From an optimization exercise on the open Yosys and OpenROAD flow, aimed at small area; shortcuts taken in it are not production practice. Where RTL was checked, it was by simulation tests only, not by an equivalence proof against the original. Power and IR drop assume default switching activity.

==> flow/design.v <==
`timescale 1ns / 1ps
module FIFO #(
	parameter WIDTH = 8,
	parameter DEPTH = 8
	)(
	input clk,
	input rst_n,
	input [WIDTH - 1:0] writeData,
	input writeEn,
	output logic [WIDTH - 1:0] readData,
	input readEn,
	output full,
	output empty
	);
	localparam AW = $clog2(DEPTH);
	logic [AW:0] count;  
	logic [DEPTH - 1:0][WIDTH - 1:0] mem;
	assign full = count[AW];
	assign empty = count == 0;
	always_comb begin
		readData = 0;
		for (int j = 0; j < DEPTH; j = j + 1)
			readData = readData | (mem[j] & {WIDTH{count[AW - 1:0] == j}});
	end
	always @(posedge clk) begin
		if (writeEn)
			mem <= {mem[DEPTH - 2:0], writeData};
		if (~rst_n)
			count <= 0;
		else if (writeEn & ~readEn)
			count <= count + 1'b1;
		else if (readEn & ~writeEn)
			count <= count - 1'b1;
	end
endmodule
`timescale 1ns / 1ps
module SPIwithFIFO #(
	parameter WIDTH = 8,
	parameter TxFIFODepth = 8,
	parameter RxFIFODepth = 8
	)(
	input clk,
	input rst_n,
    input CS_n,
    input SCLK,
    input MOSI,
    output MISO,
	output [WIDTH - 1:0] RXdata,
	input readEn,
	output RXFIFOempty,
	output RXFIFOfull,
	output TXFIFOempty,
	output TXFIFOfull,
	input [WIDTH - 1:0] TXdata,
	input writeEn
    );
	localparam RXAW = $clog2(RxFIFODepth);
	logic CS_nHist;  
	logic prevSCLK;
	logic CS_nFallingEdge;
	logic sclkRise, sclkFall;
	assign CS_nFallingEdge = CS_nHist & ~CS_n;
	assign sclkRise = ~prevSCLK & SCLK;
	assign sclkFall = prevSCLK & ~SCLK;
	always @(posedge clk) begin
		CS_nHist <= CS_n;
		prevSCLK <= SCLK;
	end
	logic [WIDTH - 1:0] shiftIn;
	logic [2:0] rxBitCount;
	logic rxByteDone;    
	logic writeRXFIFO;   
	always @(posedge clk) begin
		if (sclkRise)
			shiftIn <= {shiftIn[WIDTH - 2:0], MOSI};
		if (~rst_n) begin
			rxBitCount <= 3'b000;
			rxByteDone <= 1'b0;
			writeRXFIFO <= 1'b0;
		end else begin
			writeRXFIFO <= rxByteDone;
			rxByteDone <= sclkRise && rxBitCount == 3'b100;  
			if (CS_nFallingEdge)
				rxBitCount <= 3'b000;
			else if (sclkRise)
				rxBitCount <= {rxBitCount[1:0], ~(rxBitCount[2] ^ (rxBitCount[1] & ~rxBitCount[0]))};
		end
	end
	logic [RxFIFODepth - 1:0][WIDTH - 1:0] rxMem;
	logic [RXAW - 1:0] rxCount;  
	logic rxPending;
	logic rxShift;
	logic [WIDTH - 1:0] rxMux;
	always_comb begin
		rxMux = 0;
		for (int j = 0; j < RxFIFODepth; j = j + 1)
			rxMux = rxMux | (rxMem[j] & {WIDTH{rxCount == j}});
	end
	assign RXdata = rxMux;
	assign RXFIFOempty = rxCount == 0;
	assign RXFIFOfull = rxPending;
	assign rxShift = writeRXFIFO ? (~&rxCount | readEn) : (rxPending & readEn);
	always @(posedge clk) begin
		if (~rst_n)
			rxMem[0] <= 0;  
		else if (rxShift)
			rxMem <= {rxMem[RxFIFODepth - 2:0], shiftIn};
		if (~rst_n) begin
			rxCount <= 0;
			rxPending <= 1'b0;
		end else begin
			if (rxShift & ~readEn)
				rxCount <= rxCount + 1'b1;
			else if (readEn & ~rxShift)
				rxCount <= rxCount - 1'b1;
			if (rxPending)
				rxPending <= ~readEn;
			else
				rxPending <= writeRXFIFO & (&rxCount) & ~readEn;
		end
	end
	logic [WIDTH - 1:0] shiftOut;
	logic [3:0] txBitCount;
	logic [3:0] txBitCountDec;
	logic readTXFIFO;   
	logic loadTX;       
	logic [WIDTH - 1:0] TXFIFOdata;
	assign MISO = shiftOut[WIDTH - 1];
	assign txBitCountDec = {txBitCount[2:0],
		txBitCount[2] ? (txBitCount[3] ^ (txBitCount[1] & txBitCount[0])) : ~txBitCount[3]};
	FIFO #(.WIDTH(WIDTH), .DEPTH(TxFIFODepth)) TXFIFO (
		.clk(clk),
		.rst_n(rst_n),
		.writeData(TXdata),
		.writeEn(writeEn),
		.readData(TXFIFOdata),
		.readEn(readTXFIFO),
		.full(TXFIFOfull),
		.empty(TXFIFOempty)
	);
	logic startTX;
	assign startTX = ~readTXFIFO & ~loadTX && txBitCount == 4'b0000 && ~TXFIFOempty && ~CS_nFallingEdge;
	always @(posedge clk) begin
		if (~rst_n) begin
			shiftOut <= 0;
			txBitCount <= 4'b0110;
			readTXFIFO <= 1'b0;
			loadTX <= 1'b0;
		end else begin
			readTXFIFO <= startTX;
			loadTX <= readTXFIFO;
			if (sclkFall)
				shiftOut <= {shiftOut[WIDTH - 2:0], 1'b0};
			else if (loadTX)
				shiftOut <= TXFIFOdata;
			if (sclkFall)
				txBitCount <= txBitCountDec;
			else if (startTX | CS_nFallingEdge)
				txBitCount <= 4'b0110;
		end
	end
endmodule
Settings: LEC_CHECK=0, CAP_MARGIN=20, CORE_MARGIN=2, CORE_UTILIZATION=40, CTS_BUF_LIST=sky130_fd_sc_hd__clkbuf_8, SLEW_MARGIN=20; clock period 5.0 ns.
run.sh (not shown) runs the stock make flow with config.mk's settings and CLKGATE_MAP_FILE= SYNTH_SCRIPT=/design/flow/synth_recipe.tcl, a recipe that flattens the netlist after the stock synthesis.
The starting point produced a clean layout.
Edit:
--- a/flow/design.v
+++ b/flow/design.v
@@ -7,7 +7,7 @@
 	input rst_n,
 	input [WIDTH - 1:0] writeData,
 	input writeEn,
-	output logic [WIDTH - 1:0] readData,
+	output [WIDTH - 1:0] readData,
 	input readEn,
 	output full,
 	output empty
@@ -17,11 +17,7 @@
 	logic [DEPTH - 1:0][WIDTH - 1:0] mem;
 	assign full = count[AW];
 	assign empty = count == 0;
-	always_comb begin
-		readData = 0;
-		for (int j = 0; j < DEPTH; j = j + 1)
-			readData = readData | (mem[j] & {WIDTH{count[AW - 1:0] == j}});
-	end
+	assign readData = mem[count[AW - 1:0]];
 	always @(posedge clk) begin
 		if (writeEn)
 			mem <= {mem[DEPTH - 2:0], writeData};
@@ -90,13 +86,7 @@
 	logic [RXAW - 1:0] rxCount;  
 	logic rxPending;
 	logic rxShift;
-	logic [WIDTH - 1:0] rxMux;
-	always_comb begin
-		rxMux = 0;
-		for (int j = 0; j < RxFIFODepth; j = j + 1)
-			rxMux = rxMux | (rxMem[j] & {WIDTH{rxCount == j}});
-	end
-	assign RXdata = rxMux;
+	assign RXdata = rxMem[rxCount];
 	assign RXFIFOempty = rxCount == 0;
 	assign RXFIFOfull = rxPending;
 	assign rxShift = writeRXFIFO ? (~&rxCount | readEn) : (rxPending & readEn);
Total power goes down by a few percent; setup slack improved by 0.052 ns; critical path depth came out lower by 2; cell area hardly moves; final cell count went down by a few percent; fmax rises slightly; count of clock-buffer cells in the layout rises by 3; first-iteration DRC count falls by well over a third; global-route usage fell by 1.8 points.
No functional check of the RTL was part of the second run of this note.

==> separate check: timing with driven ports <==
The results above use ideal ports. As a check the final layouts listed here were re-extracted and re-timed, cells and wires unchanged. Step 1 (the two cells are an assumption about what drives the block):
set clk [get_ports {clk}]
set_driving_cell -lib_cell sky130_fd_sc_hd__clkbuf_16 $clk
set_driving_cell -lib_cell sky130_fd_sc_hd__buf_2 [delete_from_list [all_inputs] $clk]
Step 2 times the ports against the registers' clock, not the clock port: input delays grow and output delays shrink by t, the midpoint of the rising clock arrivals with the driver on. Three values: ideal ports, drivers, drivers and shift; two values: the first two.
run | shift t [ns] | setup slack, ns | latest minus earliest clock arrival (ns)
the first run | 0.477 | 1.205 / 1.168 / 1.574 | 0.016 / 0.016
the second run | 0.480 | 1.257 / 1.221 / 1.616 | 0.012 / 0.013
After both steps setup and hold are still met in every run listed.
